What follows belongs to an exercise in optimizing a design on an open flow for small area, a short achievable clock period and few clock cycles; a production flow would make more cautious choices. Function was not checked in any run shown here: the RTL went through the layout flow alone. Power is estimated from default activity; no workload was simulated.

==> design/flow/run.sh <==
#!/bin/bash
# synth_recipe.tcl (not shown) runs the flow's synth.tcl, then flattens the netlist and writes it again
# the make line also repeats each setting of config.mk as NAME=value (left out here)
make -C /OpenROAD-flow-scripts/flow DESIGN_CONFIG=/design/flow/config.mk WORK_HOME=/design/flow/orfs CLKGATE_MAP_FILE= SYNTH_SCRIPT=/design/flow/synth_recipe.tcl finish
==> design/flow/constraint.sdc <==
create_clock -name core_clock -period 32.0 [get_ports {clk}]
set_input_delay 6.4000 -clock core_clock [delete_from_list [all_inputs] [get_ports {clk}]]
set_output_delay 6.4000 -clock core_clock [all_outputs]
set_load 0.01 [all_outputs]
==> design/flow/design.v <==
module D_FF (q, d, reset, clk);
	output logic q;
	input logic d, reset, clk;
	always_ff @(posedge clk)
		if (reset)
			q <= 0;  
		else
			q <= d;  
endmodule
module FF_en(q, d, en, reset, clk);
	output q;
	input d, en, reset, clk;
	wire dat;
	D_FF ff(.q, .d(dat), .reset, .clk);
	NAND_MUX_2x1 muxs(.out(dat), .select(en), .invSelect(~en), .in({d, q}));
endmodule
module NAND_MUX_2x1(out, select, invSelect, in);
	output out;
	input select, invSelect;
	input [1:0] in;
	wire one, zero;
	nand oneNand(one, select, in[1]);
	nand zeroNand(zero, invSelect, in[0]);
	nand sumNand(out, one, zero);
endmodule
module NAND_MUX_4x1(out, select, invSelect, in);
	output out;
	input [1:0] select, invSelect;
	input [3:0] in;
	wire three, two, one, zero;
	nand zeroNand(zero, in[0], invSelect[1], invSelect[0]);
	nand oneNand(one, in[1], invSelect[1], select[0]);
	nand twoNand(two, in[2], select[1], invSelect[0]);
	nand threeNand(three, in[3], select[1], select[0]);
	nand sumNand(out, three, two, one, zero);
endmodule
module adderC65 (val1, val2, Cin, valOut);
	input logic [64:0] val1, val2;
	input logic Cin;
	output logic [64:0] valOut; 
	logic [64:0] cinToCout;
	genvar i;
	generate
		for(i=0; i<64; i++) begin : eachAdder
			full_adder adder(.S(valOut[i+1]), .Cout(cinToCout[i+1]), .A(val1[i+1]), .B(val2[i+1]), .Cin(cinToCout[i]));
		end
	endgenerate
	full_adder startAdder(.S(valOut[0]), .Cout(cinToCout[0]), .A(val1[0]), .B(val2[0]), .Cin);
endmodule
module divider1(quotient, valid_out, divisor, dividend, valid_in, rst, clk);
  output [63:0] quotient;
  output valid_out;
  input [63:0] divisor, dividend;
  input valid_in, rst, clk;
  localparam int K  = 3;                     
  localparam int DW = 67 + K;                
  localparam int JW = 5;                     
  logic          busy;
  logic          first;   
  logic          vo;      
  logic          bzr;     
  logic [63:0]   rr;      
  logic [DW-1:0] rd;      
  logic [7:0]    sr;      
  logic          sbn;     
  logic [63:0]   rq;      
  logic          neg;     
  logic [JW-1:0] cnt;     
  wire quick = first & (zq | bzr);
  assign valid_out = vo | quick;
  div_neg u_neg(.q(rq), .neg(neg), .y(quotient));
  wire [63:0]   ma;
  wire          zq, bz, sa, sb;
  wire [7:0]    s;
  div_prep u_prep(.a(dividend), .b(divisor), .ma(ma), .bz(bz), .sa(sa), .sb(sb), .s(s));
  wire [JW-1:0] j0;
  div_ncyc #(.K(K), .JW(JW)) u_ncyc(.s(sr[6:0]), .j(j0));
  assign zq = sr[7];
  wire [DW-1:0] deff;
  div_shift #(.K(K), .DW(DW), .JW(JW)) u_sh(.d(rd), .amt(j0), .first(first), .fill(sbn), .y(deff));
  wire [63:0] r [K+1];
  wire [K-1:0] qb;
  assign r[0] = rr;
  for (genvar j = 0; j < K; j++) begin : g_it
    div_iter #(.DW(DW)) u_it(.r(r[j]), .d(j == 0 ? rd : (deff >> j)), .cin(~sbn),
                             .skip(j == 0 ? first : 1'b0), .y(r[j+1]), .q(qb[K-1-j]));
  end
  wire [JW-1:0] cnow = first ? j0 : cnt;
  wire last = (cnow == '0);
  always_ff @(posedge clk) begin
    if (rst) begin
      busy  <= 1'b0;
      first <= 1'b0;
      vo    <= 1'b0;
    end else if (!busy) begin
      busy  <= valid_in;
      first <= valid_in;
      vo    <= 1'b0;
    end else begin
      busy  <= ~last & ~quick;
      first <= 1'b0;
      vo    <= last & ~quick;
    end
  end
  always_ff @(posedge clk) begin
    if (!busy) begin
      bzr   <= bz;
      rr    <= ma;
      rd    <= (DW'(divisor ^ {64{sb}}) << (K - 1)) | DW'({(K-1){sb}});
      sr    <= s;
      sbn   <= sb;
      rq    <= {63'd0, bz};
      neg   <= bz ? ~sa : (sa ^ sb);
    end else begin
      rr    <= r[K];
      rd    <= deff >> K;
      cnt   <= cnow - 1'b1;
      rq    <= {rq[63-K:0], qb};
    end
  end
endmodule
module div_prep(input [63:0] a, input [63:0] b, output [63:0] ma, output bz,
                output sa, output sb, output [7:0] s);
  function automatic logic [6:0] bitlen(input logic [63:0] x, input logic inc);
    logic [63:0] v; logic [6:0] p [64];
    for (int i = 0; i < 64; i++) begin v[i] = x[i]; p[i] = inc ? 7'(i + 2) : 7'(i + 1); end
    for (int l = 0; l < 6; l++) begin
      for (int i = 0; i < (32 >> l); i++) begin
        p[i] = v[2*i+1] ? p[2*i+1] : p[2*i];
        v[i] = v[2*i+1] | v[2*i];
      end
    end
    bitlen = v[0] ? p[0] : {6'd0, inc};
  endfunction
  assign sa = a[63];
  assign sb = b[63];
  assign ma = sa ? (64'd0 - a) : a;
  wire [6:0]  la = bitlen({1'b0, a[62:0] ^ a[63:1]}, sa);
  wire [6:0]  lb = bitlen({1'b0, b[62:0] ^ b[63:1]}, 1'b0);
  assign bz = (b == 64'd0);
  wire        az = (la == 7'd0);
  wire [7:0]  sdiff = {1'b0, la} - {1'b0, lb};
  assign s  = az ? 8'hff : sdiff;
endmodule
module div_ncyc #(parameter int K = 3, parameter int JW = 5)(input [6:0] s, output logic [JW-1:0] j);
  always_comb begin
    j = '0;
    for (int i = 0; i < 128; i++) if (s == 7'(i)) j = JW'((i + 1) / K);
  end
endmodule
module div_shift #(parameter int K = 3, parameter int DW = 70, parameter int JW = 5)
  (input [DW-1:0] d, input [JW-1:0] amt, input first, input fill, output logic [DW-1:0] y);
  always_comb begin
    y = d;
    for (int k = 0; k < JW; k++)
      if (first & amt[k]) y = (y << (K << k)) | ~({DW{1'b1}} << (K << k)) & {DW{fill}};
  end
endmodule
module div_iter #(parameter int DW = 70)
  (input [63:0] r, input [DW-1:0] d, input cin, input skip, output [63:0] y, output q);
  wire [DW+1:0] t = {{(DW-64){1'b0}}, r, 1'b1} + {~d, cin};
  assign q = t[DW+1] & ~skip;
  assign y = q ? t[64:1] : r;
endmodule
module div_neg(input [63:0] q, input neg, output [63:0] y);
  assign y = neg ? (64'd0 - q) : q;
endmodule
module full_adder(S, Cout, A, B, Cin);
	output S, Cout;
	input A, B, Cin;
	wire AB, AC, BC;
	xor sum(S, A, B, Cin);
	nand ab(AB, A, B);
	nand ac(AC, A, Cin);
	nand bc(BC, B, Cin);
	nand abc(Cout, AB, AC, BC);
endmodule
module mux_2x1_X65(outs, select, invSelect, ins);
	output [64:0] outs;
	input select, invSelect;
	input [1:0][64:0] ins;
		NAND_MUX_2x1 m7(.out(outs[7]), .select, .invSelect, .in({ins[1][7], ins[0][7]}));
	NAND_MUX_2x1 m6(.out(outs[6]), .select, .invSelect, .in({ins[1][6], ins[0][6]}));
	NAND_MUX_2x1 m5(.out(outs[5]), .select, .invSelect, .in({ins[1][5], ins[0][5]}));
	NAND_MUX_2x1 m4(.out(outs[4]), .select, .invSelect, .in({ins[1][4], ins[0][4]}));
	NAND_MUX_2x1 m3(.out(outs[3]), .select, .invSelect, .in({ins[1][3], ins[0][3]}));
	NAND_MUX_2x1 m2(.out(outs[2]), .select, .invSelect, .in({ins[1][2], ins[0][2]}));
	NAND_MUX_2x1 m1(.out(outs[1]), .select, .invSelect, .in({ins[1][1], ins[0][1]}));
	NAND_MUX_2x1 m0(.out(outs[0]), .select, .invSelect, .in({ins[1][0], ins[0][0]}));
		NAND_MUX_2x1 m15(.out(outs[15]), .select, .invSelect, .in({ins[1][15], ins[0][15]}));
	NAND_MUX_2x1 m14(.out(outs[14]), .select, .invSelect, .in({ins[1][14], ins[0][14]}));
	NAND_MUX_2x1 m13(.out(outs[13]), .select, .invSelect, .in({ins[1][13], ins[0][13]}));
	NAND_MUX_2x1 m12(.out(outs[12]), .select, .invSelect, .in({ins[1][12], ins[0][12]}));
	NAND_MUX_2x1 m11(.out(outs[11]), .select, .invSelect, .in({ins[1][11], ins[0][11]}));
	NAND_MUX_2x1 m10(.out(outs[10]), .select, .invSelect, .in({ins[1][10], ins[0][10]}));
	NAND_MUX_2x1 m9(.out(outs[9]), .select, .invSelect, .in({ins[1][9], ins[0][9]}));
	NAND_MUX_2x1 m8(.out(outs[8]), .select, .invSelect, .in({ins[1][8], ins[0][8]}));
		NAND_MUX_2x1 m23(.out(outs[23]), .select, .invSelect, .in({ins[1][23], ins[0][23]}));
	NAND_MUX_2x1 m22(.out(outs[22]), .select, .invSelect, .in({ins[1][22], ins[0][22]}));
	NAND_MUX_2x1 m21(.out(outs[21]), .select, .invSelect, .in({ins[1][21], ins[0][21]}));
	NAND_MUX_2x1 m20(.out(outs[20]), .select, .invSelect, .in({ins[1][20], ins[0][20]}));
	NAND_MUX_2x1 m19(.out(outs[19]), .select, .invSelect, .in({ins[1][19], ins[0][19]}));
	NAND_MUX_2x1 m18(.out(outs[18]), .select, .invSelect, .in({ins[1][18], ins[0][18]}));
	NAND_MUX_2x1 m17(.out(outs[17]), .select, .invSelect, .in({ins[1][17], ins[0][17]}));
	NAND_MUX_2x1 m16(.out(outs[16]), .select, .invSelect, .in({ins[1][16], ins[0][16]}));
		NAND_MUX_2x1 m31(.out(outs[31]), .select, .invSelect, .in({ins[1][31], ins[0][31]}));
	NAND_MUX_2x1 m30(.out(outs[30]), .select, .invSelect, .in({ins[1][30], ins[0][30]}));
	NAND_MUX_2x1 m29(.out(outs[29]), .select, .invSelect, .in({ins[1][29], ins[0][29]}));
	NAND_MUX_2x1 m28(.out(outs[28]), .select, .invSelect, .in({ins[1][28], ins[0][28]}));
	NAND_MUX_2x1 m27(.out(outs[27]), .select, .invSelect, .in({ins[1][27], ins[0][27]}));
	NAND_MUX_2x1 m26(.out(outs[26]), .select, .invSelect, .in({ins[1][26], ins[0][26]}));
	NAND_MUX_2x1 m25(.out(outs[25]), .select, .invSelect, .in({ins[1][25], ins[0][25]}));
	NAND_MUX_2x1 m24(.out(outs[24]), .select, .invSelect, .in({ins[1][24], ins[0][24]}));
		NAND_MUX_2x1 m39(.out(outs[39]), .select, .invSelect, .in({ins[1][39], ins[0][39]}));
	NAND_MUX_2x1 m38(.out(outs[38]), .select, .invSelect, .in({ins[1][38], ins[0][38]}));
	NAND_MUX_2x1 m37(.out(outs[37]), .select, .invSelect, .in({ins[1][37], ins[0][37]}));
	NAND_MUX_2x1 m36(.out(outs[36]), .select, .invSelect, .in({ins[1][36], ins[0][36]}));
	NAND_MUX_2x1 m35(.out(outs[35]), .select, .invSelect, .in({ins[1][35], ins[0][35]}));
	NAND_MUX_2x1 m34(.out(outs[34]), .select, .invSelect, .in({ins[1][34], ins[0][34]}));
	NAND_MUX_2x1 m33(.out(outs[33]), .select, .invSelect, .in({ins[1][33], ins[0][33]}));
	NAND_MUX_2x1 m32(.out(outs[32]), .select, .invSelect, .in({ins[1][32], ins[0][32]}));
		NAND_MUX_2x1 m47(.out(outs[47]), .select, .invSelect, .in({ins[1][47], ins[0][47]}));
	NAND_MUX_2x1 m46(.out(outs[46]), .select, .invSelect, .in({ins[1][46], ins[0][46]}));
	NAND_MUX_2x1 m45(.out(outs[45]), .select, .invSelect, .in({ins[1][45], ins[0][45]}));
	NAND_MUX_2x1 m44(.out(outs[44]), .select, .invSelect, .in({ins[1][44], ins[0][44]}));
	NAND_MUX_2x1 m43(.out(outs[43]), .select, .invSelect, .in({ins[1][43], ins[0][43]}));
	NAND_MUX_2x1 m42(.out(outs[42]), .select, .invSelect, .in({ins[1][42], ins[0][42]}));
	NAND_MUX_2x1 m41(.out(outs[41]), .select, .invSelect, .in({ins[1][41], ins[0][41]}));
	NAND_MUX_2x1 m40(.out(outs[40]), .select, .invSelect, .in({ins[1][40], ins[0][40]}));
		NAND_MUX_2x1 m55(.out(outs[55]), .select, .invSelect, .in({ins[1][55], ins[0][55]}));
	NAND_MUX_2x1 m54(.out(outs[54]), .select, .invSelect, .in({ins[1][54], ins[0][54]}));
	NAND_MUX_2x1 m53(.out(outs[53]), .select, .invSelect, .in({ins[1][53], ins[0][53]}));
	NAND_MUX_2x1 m52(.out(outs[52]), .select, .invSelect, .in({ins[1][52], ins[0][52]}));
	NAND_MUX_2x1 m51(.out(outs[51]), .select, .invSelect, .in({ins[1][51], ins[0][51]}));
	NAND_MUX_2x1 m50(.out(outs[50]), .select, .invSelect, .in({ins[1][50], ins[0][50]}));
	NAND_MUX_2x1 m49(.out(outs[49]), .select, .invSelect, .in({ins[1][49], ins[0][49]}));
	NAND_MUX_2x1 m48(.out(outs[48]), .select, .invSelect, .in({ins[1][48], ins[0][48]}));
		NAND_MUX_2x1 m63(.out(outs[63]), .select, .invSelect, .in({ins[1][63], ins[0][63]}));
	NAND_MUX_2x1 m62(.out(outs[62]), .select, .invSelect, .in({ins[1][62], ins[0][62]}));
	NAND_MUX_2x1 m61(.out(outs[61]), .select, .invSelect, .in({ins[1][61], ins[0][61]}));
	NAND_MUX_2x1 m60(.out(outs[60]), .select, .invSelect, .in({ins[1][60], ins[0][60]}));
	NAND_MUX_2x1 m59(.out(outs[59]), .select, .invSelect, .in({ins[1][59], ins[0][59]}));
	NAND_MUX_2x1 m58(.out(outs[58]), .select, .invSelect, .in({ins[1][58], ins[0][58]}));
	NAND_MUX_2x1 m57(.out(outs[57]), .select, .invSelect, .in({ins[1][57], ins[0][57]}));
	NAND_MUX_2x1 m56(.out(outs[56]), .select, .invSelect, .in({ins[1][56], ins[0][56]}));
		NAND_MUX_2x1 m64(.out(outs[64]), .select, .invSelect, .in({ins[1][64], ins[0][64]}));
endmodule
module mux_4x1_X65(outs, select, invSelect, ins);
	output [64:0] outs;
	input [1:0] select, invSelect;
	input [3:0][64:0] ins;
		NAND_MUX_4x1 m7(.out(outs[7]), .select, .invSelect, .in({ins[3][7], ins[2][7], ins[1][7], ins[0][7]}));
	NAND_MUX_4x1 m6(.out(outs[6]), .select, .invSelect, .in({ins[3][6], ins[2][6], ins[1][6], ins[0][6]}));
	NAND_MUX_4x1 m5(.out(outs[5]), .select, .invSelect, .in({ins[3][5], ins[2][5], ins[1][5], ins[0][5]}));
	NAND_MUX_4x1 m4(.out(outs[4]), .select, .invSelect, .in({ins[3][4], ins[2][4], ins[1][4], ins[0][4]}));
	NAND_MUX_4x1 m3(.out(outs[3]), .select, .invSelect, .in({ins[3][3], ins[2][3], ins[1][3], ins[0][3]}));
	NAND_MUX_4x1 m2(.out(outs[2]), .select, .invSelect, .in({ins[3][2], ins[2][2], ins[1][2], ins[0][2]}));
	NAND_MUX_4x1 m1(.out(outs[1]), .select, .invSelect, .in({ins[3][1], ins[2][1], ins[1][1], ins[0][1]}));
	NAND_MUX_4x1 m0(.out(outs[0]), .select, .invSelect, .in({ins[3][0], ins[2][0], ins[1][0], ins[0][0]}));
		NAND_MUX_4x1 m15(.out(outs[15]), .select, .invSelect, .in({ins[3][15], ins[2][15], ins[1][7], ins[0][15]}));
	NAND_MUX_4x1 m14(.out(outs[14]), .select, .invSelect, .in({ins[3][14], ins[2][14], ins[1][7], ins[0][14]}));
	NAND_MUX_4x1 m13(.out(outs[13]), .select, .invSelect, .in({ins[3][13], ins[2][13], ins[1][7], ins[0][13]}));
	NAND_MUX_4x1 m12(.out(outs[12]), .select, .invSelect, .in({ins[3][12], ins[2][12], ins[1][7], ins[0][12]}));
	NAND_MUX_4x1 m11(.out(outs[11]), .select, .invSelect, .in({ins[3][11], ins[2][11], ins[1][7], ins[0][11]}));
	NAND_MUX_4x1 m10(.out(outs[10]), .select, .invSelect, .in({ins[3][10], ins[2][10], ins[1][7], ins[0][10]}));
	NAND_MUX_4x1 m9(.out(outs[9]), .select, .invSelect, .in({ins[3][9], ins[2][9], ins[1][7], ins[0][9]}));
	NAND_MUX_4x1 m8(.out(outs[8]), .select, .invSelect, .in({ins[3][8], ins[2][8], ins[1][7], ins[0][8]}));
		NAND_MUX_4x1 m23(.out(outs[23]), .select, .invSelect, .in({ins[3][23], ins[2][23], ins[1][23], ins[0][23]}));
	NAND_MUX_4x1 m22(.out(outs[22]), .select, .invSelect, .in({ins[3][22], ins[2][22], ins[1][22], ins[0][22]}));
	NAND_MUX_4x1 m21(.out(outs[21]), .select, .invSelect, .in({ins[3][21], ins[2][21], ins[1][21], ins[0][21]}));
	NAND_MUX_4x1 m20(.out(outs[20]), .select, .invSelect, .in({ins[3][20], ins[2][20], ins[1][20], ins[0][20]}));
	NAND_MUX_4x1 m19(.out(outs[19]), .select, .invSelect, .in({ins[3][19], ins[2][19], ins[1][19], ins[0][19]}));
	NAND_MUX_4x1 m18(.out(outs[18]), .select, .invSelect, .in({ins[3][18], ins[2][18], ins[1][18], ins[0][18]}));
	NAND_MUX_4x1 m17(.out(outs[17]), .select, .invSelect, .in({ins[3][17], ins[2][17], ins[1][17], ins[0][17]}));
	NAND_MUX_4x1 m16(.out(outs[16]), .select, .invSelect, .in({ins[3][16], ins[2][16], ins[1][16], ins[0][16]}));
		NAND_MUX_4x1 m31(.out(outs[31]), .select, .invSelect, .in({ins[3][31], ins[2][31], ins[1][31], ins[0][31]}));
	NAND_MUX_4x1 m30(.out(outs[30]), .select, .invSelect, .in({ins[3][30], ins[2][30], ins[1][30], ins[0][30]}));
	NAND_MUX_4x1 m29(.out(outs[29]), .select, .invSelect, .in({ins[3][29], ins[2][29], ins[1][29], ins[0][29]}));
	NAND_MUX_4x1 m28(.out(outs[28]), .select, .invSelect, .in({ins[3][28], ins[2][28], ins[1][28], ins[0][28]}));
	NAND_MUX_4x1 m27(.out(outs[27]), .select, .invSelect, .in({ins[3][27], ins[2][27], ins[1][27], ins[0][27]}));
	NAND_MUX_4x1 m26(.out(outs[26]), .select, .invSelect, .in({ins[3][26], ins[2][26], ins[1][26], ins[0][26]}));
	NAND_MUX_4x1 m25(.out(outs[25]), .select, .invSelect, .in({ins[3][25], ins[2][25], ins[1][25], ins[0][25]}));
	NAND_MUX_4x1 m24(.out(outs[24]), .select, .invSelect, .in({ins[3][24], ins[2][24], ins[1][24], ins[0][24]}));
		NAND_MUX_4x1 m39(.out(outs[39]), .select, .invSelect, .in({ins[3][39], ins[2][39], ins[1][39], ins[0][39]}));
	NAND_MUX_4x1 m38(.out(outs[38]), .select, .invSelect, .in({ins[3][38], ins[2][38], ins[1][38], ins[0][38]}));
	NAND_MUX_4x1 m37(.out(outs[37]), .select, .invSelect, .in({ins[3][37], ins[2][37], ins[1][37], ins[0][37]}));
	NAND_MUX_4x1 m36(.out(outs[36]), .select, .invSelect, .in({ins[3][36], ins[2][36], ins[1][36], ins[0][36]}));
	NAND_MUX_4x1 m35(.out(outs[35]), .select, .invSelect, .in({ins[3][35], ins[2][35], ins[1][35], ins[0][35]}));
	NAND_MUX_4x1 m34(.out(outs[34]), .select, .invSelect, .in({ins[3][34], ins[2][34], ins[1][34], ins[0][34]}));
	NAND_MUX_4x1 m33(.out(outs[33]), .select, .invSelect, .in({ins[3][33], ins[2][33], ins[1][33], ins[0][33]}));
	NAND_MUX_4x1 m32(.out(outs[32]), .select, .invSelect, .in({ins[3][32], ins[2][32], ins[1][32], ins[0][32]}));
		NAND_MUX_4x1 m47(.out(outs[47]), .select, .invSelect, .in({ins[3][47], ins[2][47], ins[1][47], ins[0][47]}));
	NAND_MUX_4x1 m46(.out(outs[46]), .select, .invSelect, .in({ins[3][46], ins[2][46], ins[1][46], ins[0][46]}));
	NAND_MUX_4x1 m45(.out(outs[45]), .select, .invSelect, .in({ins[3][45], ins[2][45], ins[1][45], ins[0][45]}));
	NAND_MUX_4x1 m44(.out(outs[44]), .select, .invSelect, .in({ins[3][44], ins[2][44], ins[1][44], ins[0][44]}));
	NAND_MUX_4x1 m43(.out(outs[43]), .select, .invSelect, .in({ins[3][43], ins[2][43], ins[1][43], ins[0][43]}));
	NAND_MUX_4x1 m42(.out(outs[42]), .select, .invSelect, .in({ins[3][42], ins[2][42], ins[1][42], ins[0][42]}));
	NAND_MUX_4x1 m41(.out(outs[41]), .select, .invSelect, .in({ins[3][41], ins[2][41], ins[1][41], ins[0][41]}));
	NAND_MUX_4x1 m40(.out(outs[40]), .select, .invSelect, .in({ins[3][40], ins[2][40], ins[1][40], ins[0][40]}));
		NAND_MUX_4x1 m55(.out(outs[55]), .select, .invSelect, .in({ins[3][55], ins[2][55], ins[1][55], ins[0][55]}));
	NAND_MUX_4x1 m54(.out(outs[54]), .select, .invSelect, .in({ins[3][54], ins[2][54], ins[1][54], ins[0][54]}));
	NAND_MUX_4x1 m53(.out(outs[53]), .select, .invSelect, .in({ins[3][53], ins[2][53], ins[1][53], ins[0][53]}));
	NAND_MUX_4x1 m52(.out(outs[52]), .select, .invSelect, .in({ins[3][52], ins[2][52], ins[1][52], ins[0][52]}));
	NAND_MUX_4x1 m51(.out(outs[51]), .select, .invSelect, .in({ins[3][51], ins[2][51], ins[1][51], ins[0][51]}));
	NAND_MUX_4x1 m50(.out(outs[50]), .select, .invSelect, .in({ins[3][50], ins[2][50], ins[1][50], ins[0][50]}));
	NAND_MUX_4x1 m49(.out(outs[49]), .select, .invSelect, .in({ins[3][49], ins[2][49], ins[1][49], ins[0][49]}));
	NAND_MUX_4x1 m48(.out(outs[48]), .select, .invSelect, .in({ins[3][48], ins[2][48], ins[1][48], ins[0][48]}));
		NAND_MUX_4x1 m63(.out(outs[63]), .select, .invSelect, .in({ins[3][63], ins[2][63], ins[1][63], ins[0][63]}));
	NAND_MUX_4x1 m62(.out(outs[62]), .select, .invSelect, .in({ins[3][62], ins[2][62], ins[1][62], ins[0][62]}));
	NAND_MUX_4x1 m61(.out(outs[61]), .select, .invSelect, .in({ins[3][61], ins[2][61], ins[1][61], ins[0][61]}));
	NAND_MUX_4x1 m60(.out(outs[60]), .select, .invSelect, .in({ins[3][60], ins[2][60], ins[1][60], ins[0][60]}));
	NAND_MUX_4x1 m59(.out(outs[59]), .select, .invSelect, .in({ins[3][59], ins[2][59], ins[1][59], ins[0][59]}));
	NAND_MUX_4x1 m58(.out(outs[58]), .select, .invSelect, .in({ins[3][58], ins[2][58], ins[1][58], ins[0][58]}));
	NAND_MUX_4x1 m57(.out(outs[57]), .select, .invSelect, .in({ins[3][57], ins[2][57], ins[1][57], ins[0][57]}));
	NAND_MUX_4x1 m56(.out(outs[56]), .select, .invSelect, .in({ins[3][56], ins[2][56], ins[1][56], ins[0][56]}));
		NAND_MUX_4x1 m64(.out(outs[64]), .select, .invSelect, .in({ins[3][64], ins[2][64], ins[1][64], ins[0][64]}));
endmodule
module norifier(outs, ins1, ins0);
	output [63:0] outs;
	input [63:0] ins1, ins0;
		nor oa7(outs[7], ins1[7], ins0[7]);
	nor oa6(outs[6], ins1[6], ins0[6]);
	nor oa5(outs[5], ins1[5], ins0[5]);
	nor oa4(outs[4], ins1[4], ins0[4]);
	nor oa3(outs[3], ins1[3], ins0[3]);
	nor oa2(outs[2], ins1[2], ins0[2]);
	nor oa1(outs[1], ins1[1], ins0[1]);
	nor oa0(outs[0], ins1[0], ins0[0]);
		nor oa15(outs[15], ins1[15], ins0[15]);
	nor oa14(outs[14], ins1[14], ins0[14]);
	nor oa13(outs[13], ins1[13], ins0[13]);
	nor oa12(outs[12], ins1[12], ins0[12]);
	nor oa11(outs[11], ins1[11], ins0[11]);
	nor oa10(outs[10], ins1[10], ins0[10]);
	nor oa9(outs[9], ins1[9], ins0[9]);
	nor oa8(outs[8], ins1[8], ins0[8]);
		nor oa23(outs[23], ins1[23], ins0[23]);
	nor oa22(outs[22], ins1[22], ins0[22]);
	nor oa21(outs[21], ins1[21], ins0[21]);
	nor oa20(outs[20], ins1[20], ins0[20]);
	nor oa19(outs[19], ins1[19], ins0[19]);
	nor oa18(outs[18], ins1[18], ins0[18]);
	nor oa17(outs[17], ins1[17], ins0[17]);
	nor oa16(outs[16], ins1[16], ins0[16]);
		nor oa31(outs[31], ins1[31], ins0[31]);
	nor oa30(outs[30], ins1[30], ins0[30]);
	nor oa29(outs[29], ins1[29], ins0[29]);
	nor oa28(outs[28], ins1[28], ins0[28]);
	nor oa27(outs[27], ins1[27], ins0[27]);
	nor oa26(outs[26], ins1[26], ins0[26]);
	nor oa25(outs[25], ins1[25], ins0[25]);
	nor oa24(outs[24], ins1[24], ins0[24]);
		nor oa39(outs[39], ins1[39], ins0[39]);
	nor oa38(outs[38], ins1[38], ins0[38]);
	nor oa37(outs[37], ins1[37], ins0[37]);
	nor oa36(outs[36], ins1[36], ins0[36]);
	nor oa35(outs[35], ins1[35], ins0[35]);
	nor oa34(outs[34], ins1[34], ins0[34]);
	nor oa33(outs[33], ins1[33], ins0[33]);
	nor oa32(outs[32], ins1[32], ins0[32]);
		nor oa47(outs[47], ins1[47], ins0[47]);
	nor oa46(outs[46], ins1[46], ins0[46]);
	nor oa45(outs[45], ins1[45], ins0[45]);
	nor oa44(outs[44], ins1[44], ins0[44]);
	nor oa43(outs[43], ins1[43], ins0[43]);
	nor oa42(outs[42], ins1[42], ins0[42]);
	nor oa41(outs[41], ins1[41], ins0[41]);
	nor oa40(outs[40], ins1[40], ins0[40]);
		nor oa55(outs[55], ins1[55], ins0[55]);
	nor oa54(outs[54], ins1[54], ins0[54]);
	nor oa53(outs[53], ins1[53], ins0[53]);
	nor oa52(outs[52], ins1[52], ins0[52]);
	nor oa51(outs[51], ins1[51], ins0[51]);
	nor oa50(outs[50], ins1[50], ins0[50]);
	nor oa49(outs[49], ins1[49], ins0[49]);
	nor oa48(outs[48], ins1[48], ins0[48]);
		nor oa63(outs[63], ins1[63], ins0[63]);
	nor oa62(outs[62], ins1[62], ins0[62]);
	nor oa61(outs[61], ins1[61], ins0[61]);
	nor oa60(outs[60], ins1[60], ins0[60]);
	nor oa59(outs[59], ins1[59], ins0[59]);
	nor oa58(outs[58], ins1[58], ins0[58]);
	nor oa57(outs[57], ins1[57], ins0[57]);
	nor oa56(outs[56], ins1[56], ins0[56]);
endmodule
module registerX64(outs, ins, en, rst, clk);
	output [63:0] outs;
	input [63:0] ins;
	input en, rst, clk;
		FF_en r7(.q(outs[7]), .d(ins[7]), .en, .reset(rst), .clk);
	FF_en r6(.q(outs[6]), .d(ins[6]), .en, .reset(rst), .clk);
	FF_en r5(.q(outs[5]), .d(ins[5]), .en, .reset(rst), .clk);
	FF_en r4(.q(outs[4]), .d(ins[4]), .en, .reset(rst), .clk);
	FF_en r3(.q(outs[3]), .d(ins[3]), .en, .reset(rst), .clk);
	FF_en r2(.q(outs[2]), .d(ins[2]), .en, .reset(rst), .clk);
	FF_en r1(.q(outs[1]), .d(ins[1]), .en, .reset(rst), .clk);
	FF_en r0(.q(outs[0]), .d(ins[0]), .en, .reset(rst), .clk);
		FF_en r15(.q(outs[15]), .d(ins[15]), .en, .reset(rst), .clk);
	FF_en r14(.q(outs[14]), .d(ins[14]), .en, .reset(rst), .clk);
	FF_en r13(.q(outs[13]), .d(ins[13]), .en, .reset(rst), .clk);
	FF_en r12(.q(outs[12]), .d(ins[12]), .en, .reset(rst), .clk);
	FF_en r11(.q(outs[11]), .d(ins[11]), .en, .reset(rst), .clk);
	FF_en r10(.q(outs[10]), .d(ins[10]), .en, .reset(rst), .clk);
	FF_en r9(.q(outs[9]), .d(ins[9]), .en, .reset(rst), .clk);
	FF_en r8(.q(outs[8]), .d(ins[8]), .en, .reset(rst), .clk);
		FF_en r23(.q(outs[23]), .d(ins[23]), .en, .reset(rst), .clk);
	FF_en r22(.q(outs[22]), .d(ins[22]), .en, .reset(rst), .clk);
	FF_en r21(.q(outs[21]), .d(ins[21]), .en, .reset(rst), .clk);
	FF_en r20(.q(outs[20]), .d(ins[20]), .en, .reset(rst), .clk);
	FF_en r19(.q(outs[19]), .d(ins[19]), .en, .reset(rst), .clk);
	FF_en r18(.q(outs[18]), .d(ins[18]), .en, .reset(rst), .clk);
	FF_en r17(.q(outs[17]), .d(ins[17]), .en, .reset(rst), .clk);
	FF_en r16(.q(outs[16]), .d(ins[16]), .en, .reset(rst), .clk);
		FF_en r31(.q(outs[31]), .d(ins[31]), .en, .reset(rst), .clk);
	FF_en r30(.q(outs[30]), .d(ins[30]), .en, .reset(rst), .clk);
	FF_en r29(.q(outs[29]), .d(ins[29]), .en, .reset(rst), .clk);
	FF_en r28(.q(outs[28]), .d(ins[28]), .en, .reset(rst), .clk);
	FF_en r27(.q(outs[27]), .d(ins[27]), .en, .reset(rst), .clk);
	FF_en r26(.q(outs[26]), .d(ins[26]), .en, .reset(rst), .clk);
	FF_en r25(.q(outs[25]), .d(ins[25]), .en, .reset(rst), .clk);
	FF_en r24(.q(outs[24]), .d(ins[24]), .en, .reset(rst), .clk);
		FF_en r39(.q(outs[39]), .d(ins[39]), .en, .reset(rst), .clk);
	FF_en r38(.q(outs[38]), .d(ins[38]), .en, .reset(rst), .clk);
	FF_en r37(.q(outs[37]), .d(ins[37]), .en, .reset(rst), .clk);
	FF_en r36(.q(outs[36]), .d(ins[36]), .en, .reset(rst), .clk);
	FF_en r35(.q(outs[35]), .d(ins[35]), .en, .reset(rst), .clk);
	FF_en r34(.q(outs[34]), .d(ins[34]), .en, .reset(rst), .clk);
	FF_en r33(.q(outs[33]), .d(ins[33]), .en, .reset(rst), .clk);
	FF_en r32(.q(outs[32]), .d(ins[32]), .en, .reset(rst), .clk);
		FF_en r47(.q(outs[47]), .d(ins[47]), .en, .reset(rst), .clk);
	FF_en r46(.q(outs[46]), .d(ins[46]), .en, .reset(rst), .clk);
	FF_en r45(.q(outs[45]), .d(ins[45]), .en, .reset(rst), .clk);
	FF_en r44(.q(outs[44]), .d(ins[44]), .en, .reset(rst), .clk);
	FF_en r43(.q(outs[43]), .d(ins[43]), .en, .reset(rst), .clk);
	FF_en r42(.q(outs[42]), .d(ins[42]), .en, .reset(rst), .clk);
	FF_en r41(.q(outs[41]), .d(ins[41]), .en, .reset(rst), .clk);
	FF_en r40(.q(outs[40]), .d(ins[40]), .en, .reset(rst), .clk);
		FF_en r55(.q(outs[55]), .d(ins[55]), .en, .reset(rst), .clk);
	FF_en r54(.q(outs[54]), .d(ins[54]), .en, .reset(rst), .clk);
	FF_en r53(.q(outs[53]), .d(ins[53]), .en, .reset(rst), .clk);
	FF_en r52(.q(outs[52]), .d(ins[52]), .en, .reset(rst), .clk);
	FF_en r51(.q(outs[51]), .d(ins[51]), .en, .reset(rst), .clk);
	FF_en r50(.q(outs[50]), .d(ins[50]), .en, .reset(rst), .clk);
	FF_en r49(.q(outs[49]), .d(ins[49]), .en, .reset(rst), .clk);
	FF_en r48(.q(outs[48]), .d(ins[48]), .en, .reset(rst), .clk);
		FF_en r63(.q(outs[63]), .d(ins[63]), .en, .reset(rst), .clk);
	FF_en r62(.q(outs[62]), .d(ins[62]), .en, .reset(rst), .clk);
	FF_en r61(.q(outs[61]), .d(ins[61]), .en, .reset(rst), .clk);
	FF_en r60(.q(outs[60]), .d(ins[60]), .en, .reset(rst), .clk);
	FF_en r59(.q(outs[59]), .d(ins[59]), .en, .reset(rst), .clk);
	FF_en r58(.q(outs[58]), .d(ins[58]), .en, .reset(rst), .clk);
	FF_en r57(.q(outs[57]), .d(ins[57]), .en, .reset(rst), .clk);
	FF_en r56(.q(outs[56]), .d(ins[56]), .en, .reset(rst), .clk);
endmodule
module registerX65(outs, ins, en, rst, clk);
	output [64:0] outs;
	input [64:0] ins;
	input en, rst, clk;
		FF_en r7(.q(outs[7]), .d(ins[7]), .en, .reset(rst), .clk);
	FF_en r6(.q(outs[6]), .d(ins[6]), .en, .reset(rst), .clk);
	FF_en r5(.q(outs[5]), .d(ins[5]), .en, .reset(rst), .clk);
	FF_en r4(.q(outs[4]), .d(ins[4]), .en, .reset(rst), .clk);
	FF_en r3(.q(outs[3]), .d(ins[3]), .en, .reset(rst), .clk);
	FF_en r2(.q(outs[2]), .d(ins[2]), .en, .reset(rst), .clk);
	FF_en r1(.q(outs[1]), .d(ins[1]), .en, .reset(rst), .clk);
	FF_en r0(.q(outs[0]), .d(ins[0]), .en, .reset(rst), .clk);
		FF_en r15(.q(outs[15]), .d(ins[15]), .en, .reset(rst), .clk);
	FF_en r14(.q(outs[14]), .d(ins[14]), .en, .reset(rst), .clk);
	FF_en r13(.q(outs[13]), .d(ins[13]), .en, .reset(rst), .clk);
	FF_en r12(.q(outs[12]), .d(ins[12]), .en, .reset(rst), .clk);
	FF_en r11(.q(outs[11]), .d(ins[11]), .en, .reset(rst), .clk);
	FF_en r10(.q(outs[10]), .d(ins[10]), .en, .reset(rst), .clk);
	FF_en r9(.q(outs[9]), .d(ins[9]), .en, .reset(rst), .clk);
	FF_en r8(.q(outs[8]), .d(ins[8]), .en, .reset(rst), .clk);
		FF_en r23(.q(outs[23]), .d(ins[23]), .en, .reset(rst), .clk);
	FF_en r22(.q(outs[22]), .d(ins[22]), .en, .reset(rst), .clk);
	FF_en r21(.q(outs[21]), .d(ins[21]), .en, .reset(rst), .clk);
	FF_en r20(.q(outs[20]), .d(ins[20]), .en, .reset(rst), .clk);
	FF_en r19(.q(outs[19]), .d(ins[19]), .en, .reset(rst), .clk);
	FF_en r18(.q(outs[18]), .d(ins[18]), .en, .reset(rst), .clk);
	FF_en r17(.q(outs[17]), .d(ins[17]), .en, .reset(rst), .clk);
	FF_en r16(.q(outs[16]), .d(ins[16]), .en, .reset(rst), .clk);
		FF_en r31(.q(outs[31]), .d(ins[31]), .en, .reset(rst), .clk);
	FF_en r30(.q(outs[30]), .d(ins[30]), .en, .reset(rst), .clk);
	FF_en r29(.q(outs[29]), .d(ins[29]), .en, .reset(rst), .clk);
	FF_en r28(.q(outs[28]), .d(ins[28]), .en, .reset(rst), .clk);
	FF_en r27(.q(outs[27]), .d(ins[27]), .en, .reset(rst), .clk);
	FF_en r26(.q(outs[26]), .d(ins[26]), .en, .reset(rst), .clk);
	FF_en r25(.q(outs[25]), .d(ins[25]), .en, .reset(rst), .clk);
	FF_en r24(.q(outs[24]), .d(ins[24]), .en, .reset(rst), .clk);
		FF_en r39(.q(outs[39]), .d(ins[39]), .en, .reset(rst), .clk);
	FF_en r38(.q(outs[38]), .d(ins[38]), .en, .reset(rst), .clk);
	FF_en r37(.q(outs[37]), .d(ins[37]), .en, .reset(rst), .clk);
	FF_en r36(.q(outs[36]), .d(ins[36]), .en, .reset(rst), .clk);
	FF_en r35(.q(outs[35]), .d(ins[35]), .en, .reset(rst), .clk);
	FF_en r34(.q(outs[34]), .d(ins[34]), .en, .reset(rst), .clk);
	FF_en r33(.q(outs[33]), .d(ins[33]), .en, .reset(rst), .clk);
	FF_en r32(.q(outs[32]), .d(ins[32]), .en, .reset(rst), .clk);
		FF_en r47(.q(outs[47]), .d(ins[47]), .en, .reset(rst), .clk);
	FF_en r46(.q(outs[46]), .d(ins[46]), .en, .reset(rst), .clk);
	FF_en r45(.q(outs[45]), .d(ins[45]), .en, .reset(rst), .clk);
	FF_en r44(.q(outs[44]), .d(ins[44]), .en, .reset(rst), .clk);
	FF_en r43(.q(outs[43]), .d(ins[43]), .en, .reset(rst), .clk);
	FF_en r42(.q(outs[42]), .d(ins[42]), .en, .reset(rst), .clk);
	FF_en r41(.q(outs[41]), .d(ins[41]), .en, .reset(rst), .clk);
	FF_en r40(.q(outs[40]), .d(ins[40]), .en, .reset(rst), .clk);
		FF_en r55(.q(outs[55]), .d(ins[55]), .en, .reset(rst), .clk);
	FF_en r54(.q(outs[54]), .d(ins[54]), .en, .reset(rst), .clk);
	FF_en r53(.q(outs[53]), .d(ins[53]), .en, .reset(rst), .clk);
	FF_en r52(.q(outs[52]), .d(ins[52]), .en, .reset(rst), .clk);
	FF_en r51(.q(outs[51]), .d(ins[51]), .en, .reset(rst), .clk);
	FF_en r50(.q(outs[50]), .d(ins[50]), .en, .reset(rst), .clk);
	FF_en r49(.q(outs[49]), .d(ins[49]), .en, .reset(rst), .clk);
	FF_en r48(.q(outs[48]), .d(ins[48]), .en, .reset(rst), .clk);
		FF_en r63(.q(outs[63]), .d(ins[63]), .en, .reset(rst), .clk);
	FF_en r62(.q(outs[62]), .d(ins[62]), .en, .reset(rst), .clk);
	FF_en r61(.q(outs[61]), .d(ins[61]), .en, .reset(rst), .clk);
	FF_en r60(.q(outs[60]), .d(ins[60]), .en, .reset(rst), .clk);
	FF_en r59(.q(outs[59]), .d(ins[59]), .en, .reset(rst), .clk);
	FF_en r58(.q(outs[58]), .d(ins[58]), .en, .reset(rst), .clk);
	FF_en r57(.q(outs[57]), .d(ins[57]), .en, .reset(rst), .clk);
	FF_en r56(.q(outs[56]), .d(ins[56]), .en, .reset(rst), .clk);
		FF_en r64(.q(outs[64]), .d(ins[64]), .en, .reset(rst), .clk);
endmodule
module xnorifier(outs, ins1, ins0);
	output [63:0] outs;
	input [63:0] ins1, ins0;
		xnor  xoa7(outs[7], ins1[7], ins0[7]);
	xnor xoa6(outs[6], ins1[6], ins0[6]);
	xnor xoa5(outs[5], ins1[5], ins0[5]);
	xnor xoa4(outs[4], ins1[4], ins0[4]);
	xnor xoa3(outs[3], ins1[3], ins0[3]);
	xnor xoa2(outs[2], ins1[2], ins0[2]);
	xnor xoa1(outs[1], ins1[1], ins0[1]);
	xnor xoa0(outs[0], ins1[0], ins0[0]);
		xnor xoa15(outs[15], ins1[15], ins0[15]);
	xnor xoa14(outs[14], ins1[14], ins0[14]);
	xnor xoa13(outs[13], ins1[13], ins0[13]);
	xnor xoa12(outs[12], ins1[12], ins0[12]);
	xnor xoa11(outs[11], ins1[11], ins0[11]);
	xnor xoa10(outs[10], ins1[10], ins0[10]);
	xnor xoa9(outs[9], ins1[9], ins0[9]);
	xnor xoa8(outs[8], ins1[8], ins0[8]);
		xnor xoa23(outs[23], ins1[23], ins0[23]);
	xnor xoa22(outs[22], ins1[22], ins0[22]);
	xnor xoa21(outs[21], ins1[21], ins0[21]);
	xnor xoa20(outs[20], ins1[20], ins0[20]);
	xnor xoa19(outs[19], ins1[19], ins0[19]);
	xnor xoa18(outs[18], ins1[18], ins0[18]);
	xnor xoa17(outs[17], ins1[17], ins0[17]);
	xnor xoa16(outs[16], ins1[16], ins0[16]);
		xnor xoa31(outs[31], ins1[31], ins0[31]);
	xnor xoa30(outs[30], ins1[30], ins0[30]);
	xnor xoa29(outs[29], ins1[29], ins0[29]);
	xnor xoa28(outs[28], ins1[28], ins0[28]);
	xnor xoa27(outs[27], ins1[27], ins0[27]);
	xnor xoa26(outs[26], ins1[26], ins0[26]);
	xnor xoa25(outs[25], ins1[25], ins0[25]);
	xnor xoa24(outs[24], ins1[24], ins0[24]);
		xnor xoa39(outs[39], ins1[39], ins0[39]);
	xnor xoa38(outs[38], ins1[38], ins0[38]);
	xnor xoa37(outs[37], ins1[37], ins0[37]);
	xnor xoa36(outs[36], ins1[36], ins0[36]);
	xnor xoa35(outs[35], ins1[35], ins0[35]);
	xnor xoa34(outs[34], ins1[34], ins0[34]);
	xnor xoa33(outs[33], ins1[33], ins0[33]);
	xnor xoa32(outs[32], ins1[32], ins0[32]);
		xnor xoa47(outs[47], ins1[47], ins0[47]);
	xnor xoa46(outs[46], ins1[46], ins0[46]);
	xnor xoa45(outs[45], ins1[45], ins0[45]);
	xnor xoa44(outs[44], ins1[44], ins0[44]);
	xnor xoa43(outs[43], ins1[43], ins0[43]);
	xnor xoa42(outs[42], ins1[42], ins0[42]);
	xnor xoa41(outs[41], ins1[41], ins0[41]);
	xnor xoa40(outs[40], ins1[40], ins0[40]);
		xnor xoa55(outs[55], ins1[55], ins0[55]);
	xnor xoa54(outs[54], ins1[54], ins0[54]);
	xnor xoa53(outs[53], ins1[53], ins0[53]);
	xnor xoa52(outs[52], ins1[52], ins0[52]);
	xnor xoa51(outs[51], ins1[51], ins0[51]);
	xnor xoa50(outs[50], ins1[50], ins0[50]);
	xnor xoa49(outs[49], ins1[49], ins0[49]);
	xnor xoa48(outs[48], ins1[48], ins0[48]);
		xnor xoa63(outs[63], ins1[63], ins0[63]);
	xnor xoa62(outs[62], ins1[62], ins0[62]);
	xnor xoa61(outs[61], ins1[61], ins0[61]);
	xnor xoa60(outs[60], ins1[60], ins0[60]);
	xnor xoa59(outs[59], ins1[59], ins0[59]);
	xnor xoa58(outs[58], ins1[58], ins0[58]);
	xnor xoa57(outs[57], ins1[57], ins0[57]);
	xnor xoa56(outs[56], ins1[56], ins0[56]);
endmodule
==> design/flow/config.mk <==
export PLATFORM = sky130hd
export DESIGN_NAME = divider1
export DESIGN_NICKNAME = divider1
export VERILOG_FILES = /design/flow/design.v
export SDC_FILE = /design/flow/constraint.sdc
export NUM_CORES = 8
export LEC_CHECK = 0
export CAP_MARGIN = 50
export CORE_MARGIN = 2
export CORE_UTILIZATION = 60
export SLEW_MARGIN = 50
export SYNTH_HIERARCHICAL = 1
==> reports/results.ini, run 1 <==
[power_and_ir_drop]
total_power_mw = 3.52
p_per_area_mw_per_mm2 = 92.7
peakVddDrop_uv = 104
pwr-share-comb_pct = 78.8
seqPwrFrac_pct = 11.5
switching_share_pct = 56.0
pwr-share-clk_pct = 9.8
p_int_mw = 1.55
leakagePower_nw = 15.8
switching_power_mw = 1.97

[grt]
grt_pass1_vias = 34200
globalRouteOverflowTotal = 0
antenna_found_initial = 11
grt_pass1_wl_um = 206000
grt_use_total_pct = 44.8
grt_start_max_net_pins = 80

[drt]
viasPerCell = 6.77
wl_per_cell_um = 25.3
via_count = 36900
drtIter0Drc = 4403
wirelength_um = 138000
drtAntennaViolNets = 0
dr.pass1.iters = 9
drc = 0

[timing]
clock.fmax_mhz = 82.2
relSlewSlack_pct = 43.9
final_hold_viol_count = 0
period_minus_slack_ns = 12.16
fin_crit_sh_pct = 38.0
drv_slew = 0
tns_ns = 0
finalSetupViolCount = 0
worst_pin_slew_ns = 0.833
holdWs_ns = 0.501
worst_slack_ns = 19.84
skew_ns = 0.0295
rsz0062_at_grt = false

[setup_path]
critical_path.max_stage_delay_ns = 0.56
path_class = flop to flop
cpMaxStageDelayCell = dfxtp_1
critPathMaxFanout = 46
endpoint_kind = flop
crit_top_cell = o211ai_2
cp-start-kind = flop
arrival_ns = 12.63
crit_required_ns = 32.47

[final_layout]
multiInputGateArea_mm2 = 0.0276
design_area_mm2 = 0.0380
layout.area.seq_mm2 = 0.00445
nFillCells = 5291
area_delta_synth_final_pct = 9.34
drive_above_1_share_pct = 10.6
final_nets = 5128

[floorplan]
start_util_pct = 60.4
dieArea_mm2 = 0.0598
die_w_um = 245
fp.dieH_um = 245
ios = 196
row_count = 88
core_mm2 = 0.0575

[clock_network]
clk_pin_slew_ns = 0.07
cts_resized = 0
cts_tree = done
cts_sinks = 214
root_buffer = clkbuf_16
cts-buffers-inserted = 28
post_cts_buffers = 0
cts_buffer_depth = 3
htreeDepth = 1
clkLatencyLatePin_ns = 0.60
postCtsHoldBufs = 0

[placement]
portBuffers = 195
gp_congestion = 1.06
hpwl_um = 110000
pre_cts_ws_ns = 20.39
place_area_mm2 = 0.0368

[synthesis]
yosysWarnings = 12
syn_area_mm2 = 0.0347
postSynthAreaPerCell_um2 = 7.51
synthCells = 4620

[run]
drv_cap = 0

[worst_hold_path]
worst_hold_path_type = flop to flop

[outcome]
status = finished clean

[flip-flops by register name (all words and copies together) (netlist names)]
register	flops
busy	1
bzr	1
cnt	5
first	1
neg	1
rd	67
rq	64
rr	64
sbn	1
sr	8
vo	1
[per-stage QoR]
| stage | util (%) | instances |
|---|---|---|
| 2_1_floorplan | - | 4630 |
| 3_3_place_gp | 63.7 | 5392 |
| 3_5_place_dp | 64.1 | 5399 |
| 4_1_cts | 65.8 | 5451 |
| 5_1_grt | 66.0 | 5455 |
| 6_report | 66.0 | 5459 |
[power by group through the flow]
stage,Sequential [mW],Combinational (mW),Clock (mW)
2_1_floorplan,0.356,1.94,0
3_3_place_gp,0.405,2.59,0
3_5_place_dp,0.402,2.62,0
4_1_cts,0.397,2.64,0.345
5_1_grt,0.404,2.96,0.355
6_report,0.404,2.77,0.344
[worst paths after layout]
check | start | end | slack (ns) | depth (start not counted)
worst min register to register | rq[6]$_SDFF_PN0_ | rq[9]$_SDFF_PN0_ | 0.50 | 1
worst max-delay path | rd[0]$_DFF_P_ | rr[60]$_DFF_P_ | 19.84 | 34
worst min-delay path | rq[6]$_SDFF_PN0_ | rq[9]$_SDFF_PN0_ | 0.50 | 1
worst max register to register | rd[0]$_DFF_P_ | rr[60]$_DFF_P_ | 19.84 | 34
[layout make-up]
class | count | area share, %
clock inverter | 17 | 0.551
multi-input combinational | 3756 | 72.8
sequential | 214 | 11.7
tap | 765 | 2.52
clock buffer | 35 | 2.02
antenna | 4 | 0.0264
timing repair buffer | 249 | 6.24
inverter | 419 | 4.14
[critical path, delay by kind of cell (launching register included)]
kind	cells	cell delay (ns)
AOI/OAI and AO/OA	18	5.11
adders and majority gates	3	1.25
buffers and inverters	4	1.21
DFF	1	0.56
muxes	4	1.60
and+or+nand+nor	5	2.14
[cells in the final DEF, fill, tap and decap left out, types with 50 or more instances in the layout]
cell and count:
nand4_1 76, a31oi_1 50, nand3_1 122, o21bai_1 51, nor3_1 65, and2_1 89, xnor2_1 334, a211oi_1 52
mux2i_1 58, o21ai_0 256, clkdlybuf4s50_1 193, inv_1 415, mux2_2 209, xor2_1 73, nand2_1 415, o21ai_1 101
dfxtp_1 196, a21o_1 60, ha_1 325, a21oi_1 353, nor2_1 234
[per-layer routing]
layer | global-route usage (%) | wire, um
met4 | 33.6 | 13000
met3 | 13.3 | 14600
met1 | 55.5 | 53500
met2 | 65.4 | 57100
met5 | 0 | 43
==> inputs of run 2 (changes only) <==
--- a/design/flow/design.v
+++ b/design/flow/design.v
@@ -84,4 +84,12 @@
   for (genvar j = 0; j < K; j++) begin : g_it
+    wire [63:0] sum;
+    wire        gh, ph, gl;
+    wire [3:0]  q;
     div_iter #(.DW(DW)) u_it(.r(r[j]), .d(j == 0 ? rd : (deff >> j)), .cin(~sbn),
-                             .skip(j == 0 ? first : 1'b0), .y(r[j+1]), .q(qb[K-1-j]));
+                             .s(sum), .gh(gh), .ph(ph), .gl(gl));
+    for (genvar c = 0; c < 4; c++) begin : g_q
+      div_q u_q(.gh(gh), .ph(ph), .gl(gl), .skip(j == 0 ? first : 1'b0), .q(q[c]));
+      div_sel16 u_sel(.q(q[c]), .s(sum[16*c +: 16]), .r(r[j][16*c +: 16]), .y(r[j+1][16*c +: 16]));
+    end
+    assign qb[K-1-j] = q[0];
   end
@@ -159,6 +167,19 @@
 module div_iter #(parameter int DW = 70)
-  (input [63:0] r, input [DW-1:0] d, input cin, input skip, output [63:0] y, output q);
-  wire [DW+1:0] t = {{(DW-64){1'b0}}, r, 1'b1} + {~d, cin};
-  assign q = t[DW+1] & ~skip;
-  assign y = q ? t[64:1] : r;
+  (input [63:0] r, input [DW-1:0] d, input cin, output [63:0] s, output gh, output ph, output gl);
+  wire [32:0] lo = {1'b0, r[31:0]} + {1'b0, ~d[31:0]} + {32'd0, cin};
+  wire [31:0] hg = r[63:32] & ~d[63:32];
+  wire [31:0] hp = r[63:32] ^ ~d[63:32];
+  wire [64:0] full = {1'b0, r} + {1'b0, ~d[63:0]} + {64'd0, cin};
+  wire        z  = ~|d[DW-1:64];
+  assign s  = full[63:0];
+  assign gl = lo[32];
+  wire [32:0] hz = {1'b0, r[63:32]} + {1'b0, ~d[63:32]};
+  assign gh = hz[32] & z;
+  assign ph = (&hp) & z;
+endmodule
+module div_q(input gh, input ph, input gl, input skip, output q);
+  assign q = (gh | (ph & gl)) & ~skip;
+endmodule
+module div_sel16(input q, input [15:0] s, input [15:0] r, output [15:0] y);
+  assign y = q ? s : r;
 endmodule
--- a/design/flow/config.mk
+++ b/design/flow/config.mk
@@ -9,3 +9,3 @@
 export CORE_MARGIN = 2
-export CORE_UTILIZATION = 60
+export CORE_UTILIZATION = 40
 export SLEW_MARGIN = 50
==> reports/results.ini, run 2 <==
[setup_path]
crit_required_ns = 32.51  ; was 32.47 ns
cpMaxStageDelayCell = a211oi_1  ; was dfxtp_1
path_class = flop to flop  ; unchanged
critPathTopFamily = compound AO/OA/AOI/OAI gates  ; unchanged
critPathMaxFanout = 31  ; was 46
critical_path.max_stage_delay_ns = 0.64  ; was 0.56 ns
r2r_start = sbn$_DFFE_PN_  ; was rd[0]$_DFF_P_
crit_path_start = sbn$_DFFE_PN_  ; was rd[0]$_DFF_P_
arrival_ns = 13.27  ; was 12.63 ns
cp-start-kind = flop  ; unchanged
critPathBufInv = 8  ; was 4
endpoint_kind = flop  ; unchanged

[timing]
worst_slack_ns = 19.23  ; was 19.84 ns
skew_ns = 0.0267  ; was 0.0295 ns
drv_slew = 0  ; unchanged
tns_ns = 0  ; unchanged
finalSetupViolCount = 0  ; unchanged
fin_crit_sh_pct = 39.9  ; was 38.0%
worst_pin_slew_ns = 0.839  ; was 0.833 ns
rsz0062_at_grt = false  ; unchanged
final_hold_viol_count = 0  ; unchanged
relSlewSlack_pct = 43.5  ; was 43.9%
clock.fmax_mhz = 78.3  ; was 82.2 MHz
period_minus_slack_ns = 12.77  ; was 12.16 ns

[power_and_ir_drop]
switching_share_pct = 54.8  ; was 56.0%
total_power_mw = 3.61  ; was 3.52 mW
leakagePower_nw = 16.9  ; was 15.8 nW
peakVddDrop_uv = 50.8  ; was 104 uV
switching_power_mw = 1.98  ; was 1.97 mW
p_per_area_mw_per_mm2 = 92.0  ; was 92.7 mW/mm2
pwr-share-comb_pct = 78.4  ; was 78.8%
seqPwrFrac_pct = 11.2  ; was 11.5%
pwr-share-clk_pct = 10.4  ; was 9.8%
p_int_mw = 1.63  ; was 1.55 mW

[drt]
drtAntennaViolNets = 0  ; unchanged
via_count = 35400  ; was 36900
drtIter0Drc = 3498  ; was 4403
drc = 0  ; unchanged
viasPerCell = 6.03  ; was 6.77
wirelength_um = 143000  ; was 138000 um
wl_per_cell_um = 24.2  ; was 25.3 um
dr.pass1.iters = 9  ; unchanged

[final_layout]
final_nets = 5151  ; was 5128
reg.largest.list = rd: 67 flops, rq: 64 flops, rr: 64 flops  ; unchanged
largest_reg_flops = 67  ; unchanged
layout.area.seq_mm2 = 0.00445  ; unchanged
top_register = rd  ; unchanged
layout_commonest_cell = inv_1
drive_above_1_share_pct = 12.0  ; was 10.6%
nFillCells = 9103  ; was 5291
final_cell_mix = 457 x inv_1, 398 x nand2_1, 385 x a21oi_1, 322 x ha_1, 306 x xnor2_1  ; was 415 x nand2_1, 415 x inv_1, 353 x a21oi_1, 334 x xnor2_1, 325 x ha_1
multiInputGateArea_mm2 = 0.0280  ; was 0.0276 mm2
area_delta_synth_final_pct = 10.8  ; was 9.34%

[worst_hold_path]
worst_hold_path_type = flop to flop  ; unchanged
hold_start = rq[11]$_SDFF_PN0_  ; was rq[6]$_SDFF_PN0_

[clock_network]
cts_tree = done  ; unchanged
cts-buffers-inserted = 31  ; was 28
root_buffer = clkbuf_16  ; unchanged
post_cts_buffers = 0  ; unchanged
postCtsHoldBufs = 0  ; unchanged
cts_resized = 0  ; unchanged
cts_sinks = 214  ; unchanged
clk_pin_slew_ns = 0.06  ; was 0.07 ns
htreeDepth = 1  ; unchanged
clkLatencyLatePin_ns = 0.63  ; was 0.60 ns
cts_buffer_depth = 3  ; unchanged

[synthesis]
postSynthAreaPerCell_um2 = 7.65  ; was 7.51 um2
yosysWarnings = 12  ; unchanged
synthCells = 4628  ; was 4620
syn_area_mm2 = 0.0354  ; was 0.0347 mm2

[grt]
grt_start_max_net_pins = 87  ; was 80
grt_use_total_pct = 30.3  ; was 44.8%
globalRouteOverflowTotal = 0  ; unchanged
grt_pass1_vias = 33800  ; was 34200
antenna_found_initial = 5  ; was 11
grt_pass1_wl_um = 213000  ; was 206000 um

[floorplan]
start_util_pct = 40.2  ; was 60.4%
core_mm2 = 0.0881  ; was 0.0575 mm2
ios = 196  ; unchanged
die_w_um = 302  ; was 245 um
row_count = 109  ; was 88
fp.dieH_um = 302  ; was 245 um
dieArea_mm2 = 0.0910  ; was 0.0598 mm2

[run]
drv_cap = 0  ; unchanged

[placement]
portBuffers = 195  ; unchanged
gp_congestion = 0.995  ; was 1.06
hpwl_um = 115000  ; was 110000 um
pre_cts_ws_ns = 19.34  ; was 20.39 ns

[outcome]
status = finished clean  ; unchanged

-- run 2: worst paths after layout --
kind                                     endpoint  slack [ns]  cells past startpoint
worst max-delay path                rr[1]$_DFF_P_       19.23                     51
worst min-delay path            rq[14]$_SDFF_PN0_        0.50                      1
worst max register to register      rr[1]$_DFF_P_       19.23                     51
worst min register to register  rq[14]$_SDFF_PN0_        0.50                      1
-- run 2: routing by layer --
metal | track usage [%] | wire length, um
met5 | 0 | 13
met4 | 16.0 | 9030
met3 | 5.28 | 10700
met2 | 48.0 | 62600
met1 | 39.2 | 60200
-- run 2: worst register-to-register path: cells and delay by family, from the launching register on --
family | cells | cell delay (ns)
simple gates | 15 | 2.78
flops | 1 | 0.35
mux | 4 | 1.11
buf+inv | 8 | 1.46
fa+ha+maj | 6 | 2.50
compound gates | 18 | 4.48
-- run 2: power by group through the flow --
stage               registers, mW  logic (mW)  clock network (mW)
global route                0.406        3.04               0.390
CTS                         0.401        2.75               0.381
detailed placement          0.407        2.73                   0
floorplan                   0.356        2.00                   0
global placement            0.415        2.72                   0
finish                      0.405        2.83               0.375
-- run 2: layout make-up --
cell class / instances / area share [%]
repair buffers: 265 / 6.51
multi-input cells: 3719 / 71.2
inverters: 460 / 4.40
flip-flops and latches: 214 / 11.3
well taps: 1165 / 3.71
diodes: 1 / 0.00637
clock inverters: 17 / 0.583
clock buffers: 40 / 2.21
-- run 2: metrics by stage --
stage | std cells | instance area, um2 | util (%) | hold WS [ns]
finish | 5881 | 39300 | 44.6 | 0.499
global route | 5880 | 39300 | 44.6 | 0.519
CTS | 5877 | 39200 | 44.5 | 0.506
detailed placement | 5820 | 38100 | 43.2 | 0.488
global placement | 5811 | 37800 | 42.9 | 0.485
floorplan | 4644 | 35500 | - | 0.451

re-timing with driven ports:
The results above use ideal ports. As a check the final layouts listed here were re-extracted and re-timed, cells and wires unchanged. Step 1: set_driving_cell puts a clkbuf_16 on clk and a buf_2 on each other input, an assumption about the parent block. Step 2, shift: input delay + t, output delay - t, t = (earliest + latest rising clock arrival at the registers) / 2. This alone moves slack from input paths to output paths. Slacks: ideal ports / drivers / drivers and shift; pairs: ideal ports / drivers.
| run | t (ns) | setup slack, ns | latest minus earliest clock arrival (ns) |
|---|---|---|---|
| run 1 | 0.653 | 19.839 / 19.839 / 19.839 | 0.029 / 0.030 |
| run 2 | 0.676 | 19.235 / 19.235 / 19.235 | 0.026 / 0.026 |
After both steps every run listed still meets setup and hold.
